Background: an optimization exercise with open tools, aiming at small area. Do not read the settings as production practice.
The RTL was checked by simulation tests, not by an equivalence proof against the original design.
Power figures rest on the tool's default switching activity, not on a simulated workload.

// card_driver
module card_driver
#(
  parameter ADDR_WIDTH=32,
  parameter LEN_WIDTH=24
  )
(
    input  wire CLK,
    input  wire RST,
    input  wire        WR_STB,
    input  wire [ADDR_WIDTH-1:0] WR_ADDR,
    input  wire [LEN_WIDTH-1:0] WR_LENGTH,
    output wire        WR_ACK,
    input  wire        WD_STB,
    input  wire  [7:0] WD_DATA,
    output wire        WD_ACK,
    input  wire        RD_STB,
    input  wire [ADDR_WIDTH-1:0] RD_ADDR,
    input  wire [LEN_WIDTH-1:0] RD_LENGTH,
    output wire        RD_ACK,
    output reg         RES_STB,
    output wire        RES_DEBUG,
    output wire  [7:0] RES_DATA,
    input  wire        RES_BUSY,
    output wire MOSI,
    input  wire MISO,
    output wire SCLK,
    output reg  CS
);
Size: about 670 cells after synthesis, roughly 140 I/O pins, ~0.0049 mm^2 of cells after synthesis.
clock: 6.0 ns
lec_check: 0
abc_area: 1
cap_margin: 20
core_margin: 2
core_utilization: 60
gpl_timing_driven: 0
slew_margin: 20
standard.sh (not shown) runs the stock make flow with config.mk's settings and CLKGATE_MAP_FILE= SYNTH_SCRIPT=/design/flow/synth_recipe.tcl, a recipe that flattens the netlist after the stock synthesis.
==> flow/flow/run.sh <==
#!/bin/bash
# Layout flow: the standard flow (standard.sh), with these changes:
#  - synthesis maps the logic with flow/abc_area.script (the same Yosys steps
#    and registers as the standard synthesis; only ABC's mapping script differs)
#  - port buffers are sky130_fd_sc_hd__buf_1 cells
#  - clock tree: small clock buffers and no dummy loads
# Each step's full output goes to a log file in this folder.
set -euo pipefail
W=$PWD
rm -rf "$W/scripts_alt"
cp -r "$FLOW_HOME/scripts" "$W/scripts_alt"
cp "$W/flow/abc_area.script" "$W/scripts_alt/abc_area.script"
bash standard.sh "SCRIPTS_DIR=$W/scripts_alt" synth > "$W/run_synth.log" 2>&1
bash standard.sh \
  "BUFFER_PORTS_ARGS=-buffer_cell sky130_fd_sc_hd__buf_1" \
  "CTS_ARGS=-sink_clustering_enable -repair_clock_nets -dont_use_dummy_load -root_buf sky130_fd_sc_hd__clkbuf_4 -buf_list sky130_fd_sc_hd__clkbuf_4" \
  finish > "$W/run_finish.log" 2>&1
==> flow/flow/abc_area.script <==
strash; dch -f; amap; strash; dch -f; amap; strash; dch -f; amap; strash; dch -f; amap; strash; dch -f; amap
The starting point passed the timing, design-rule and antenna checks.
Edit:
==> flow/flow/run.sh (replaced) <==
#!/bin/bash
# Layout flow: the standard flow (standard.sh), with these changes:
#  - synthesis: the same Yosys steps and registers as the standard synthesis,
#    except that adders are left to ABC (no ADDER_MAP_FILE) and ABC maps the
#    logic with flow/abc_area.script (deep synthesis, then area mapping)
#  - port buffers are sky130_fd_sc_hd__buf_1 cells
#  - clock tree: no dummy loads
# Each step's full output goes to a log file in this folder.
set -euo pipefail
W=$PWD
rm -rf "$W/scripts_alt"
cp -r "$FLOW_HOME/scripts" "$W/scripts_alt"
cp "$W/flow/abc_area.script" "$W/scripts_alt/abc_area.script"
bash standard.sh "SCRIPTS_DIR=$W/scripts_alt" "ADDER_MAP_FILE=" synth > "$W/run_synth.log" 2>&1
bash standard.sh \
  "BUFFER_PORTS_ARGS=-buffer_cell sky130_fd_sc_hd__buf_1" \
  "CTS_ARGS=-sink_clustering_enable -repair_clock_nets -dont_use_dummy_load -root_buf sky130_fd_sc_hd__clkbuf_8 -buf_list sky130_fd_sc_hd__clkbuf_4" \
  finish > "$W/run_finish.log" 2>&1
==> flow/flow/abc_area.script (replaced) <==
strash; &get -n; &deepsyn -T 60; &put; strash; dch -f; amap; strash; dch -f; amap; strash; dch -f; amap; strash; &get -n; &deepsyn -T 60; &put; strash; dch -f; amap; strash; dch -f; amap; strash; dch -f; amap
Settings changed: CORE_UTILIZATION 60 to 50, SETUP_SLACK_MARGIN set to 0.2.
Outcome: Non-clock buffer count drops by 1; count of clock-buffer cells in the layout does not change; power climbs by 10%; via count drops by 14%; final area drops by 8.8%; sequential share of layout area climbs by 2.8 points; die area climbs by 5.3%.
Edit:
==> flow/flow/run.sh (replaced) <==
#!/bin/bash
# Layout flow: the standard flow (standard.sh), with these changes:
#  - synthesis maps the logic with flow/abc_area.script (ABC deep synthesis, then
#    area mapping; the same Yosys steps
#    and registers as the standard synthesis; only ABC's mapping script differs)
#  - port buffers are sky130_fd_sc_hd__buf_1 cells
#  - clock tree: small clock buffers and no dummy loads
# Each step's full output goes to a log file in this folder.
set -euo pipefail
W=$PWD
rm -rf "$W/scripts_alt"
cp -r "$FLOW_HOME/scripts" "$W/scripts_alt"
cp "$W/flow/abc_area.script" "$W/scripts_alt/abc_area.script"
bash standard.sh "SCRIPTS_DIR=$W/scripts_alt" synth > "$W/run_synth.log" 2>&1
bash standard.sh \
  "BUFFER_PORTS_ARGS=-buffer_cell sky130_fd_sc_hd__buf_1" \
  "CTS_ARGS=-sink_clustering_enable -repair_clock_nets -dont_use_dummy_load -root_buf sky130_fd_sc_hd__clkbuf_8 -tree_buf sky130_fd_sc_hd__clkbuf_4 -buf_list sky130_fd_sc_hd__clkbuf_4" \
  finish > "$W/run_finish.log" 2>&1
==> flow/flow/abc_area.script (replaced) <==
strash; &get -n; &deepsyn -T 60; &put; strash; dch -f; amap; strash; dch -f; amap; strash; dch -f; amap
After rerunning: Synthesized cell count went up by a few percent. Setup slack is better by 83 ps. Maximum frequency went up slightly. Final area goes up by a few percent. Global-route usage came out lower by 1.3 points. Wire length came out higher by a few percent. Sequential share of layout area falls by 1.6 points. Area after synthesis increases by a little under a tenth. Clock power came out lower by a few percent. Clock skew is higher by 5.7 ps.
Edit:
--- a/flow/flow/run.sh
+++ b/flow/flow/run.sh
@@ -2,4 +2,3 @@
 # Layout flow: the standard flow (standard.sh), with these changes:
-#  - synthesis maps the logic with flow/abc_area.script (ABC deep synthesis, then
-#    area mapping; the same Yosys steps
+#  - synthesis maps the logic with flow/abc_area.script (the same Yosys steps
 #    and registers as the standard synthesis; only ABC's mapping script differs)
@@ -16,3 +15,3 @@
   "BUFFER_PORTS_ARGS=-buffer_cell sky130_fd_sc_hd__buf_1" \
-  "CTS_ARGS=-sink_clustering_enable -repair_clock_nets -dont_use_dummy_load -root_buf sky130_fd_sc_hd__clkbuf_8 -tree_buf sky130_fd_sc_hd__clkbuf_4 -buf_list sky130_fd_sc_hd__clkbuf_4" \
+  "CTS_ARGS=-sink_clustering_enable -repair_clock_nets -dont_use_dummy_load -root_buf sky130_fd_sc_hd__clkbuf_8 -buf_list sky130_fd_sc_hd__clkbuf_4" \
   finish > "$W/run_finish.log" 2>&1
==> flow/flow/abc_area.script (replaced) <==
strash; dch -f; amap; strash; dch -f; amap; strash; dch -f; amap; strash; dch -f; amap; strash; dch -f; amap
Settings changed: CORE_UTILIZATION 50 to 45, SETUP_SLACK_MARGIN 0.2 to not set.
The new run went through all stages and came out clean.
Non-clock buffer count increases by 7.
Flip-flop and latch count stays the same.
Count of clock-buffer cells in the layout stays the same.
Cell count went up by 10%.
Power came out higher by about 1.4%.
Die area came out higher by about 17%.
Clock skew falls by 11 ps.
Worst setup slack improves by 330 ps.

## static timing again, ports no longer ideal
The flow's constraints put no driver on any port. The routed layouts listed below were extracted and timed again, unchanged, in two steps. Step 1, drivers: a clkbuf_16 drives CLK and a buf_2 each remaining input, both assumed. Step 2 also shifts input and output timing later by t, the mid clock arrival at the registers, as if the neighbouring blocks saw the same clock. Slacks: no drivers / after step 1 / after step 2; pairs: no drivers / after step 1.
| run | shift t [ns] | slack for setup (ns) | worst slew at a driven data input, ns | cell pins on the clock port's net |
|---|---|---|---|---|
| the first run | 0.412 | 0.417 / 0.417 / 0.417 | 0.05 | 1 |
| the second run | 0.367 | 0.499 / 0.499 / 0.499 | 0.04 | 1 |
| the third run | 0.360 | 0.582 / 0.582 / 0.582 | 0.04 | 1 |
| the fourth run | 0.376 | 0.911 / 0.911 / 0.911 | 0.05 | 1 |
After both steps setup and hold are still met in every run listed.
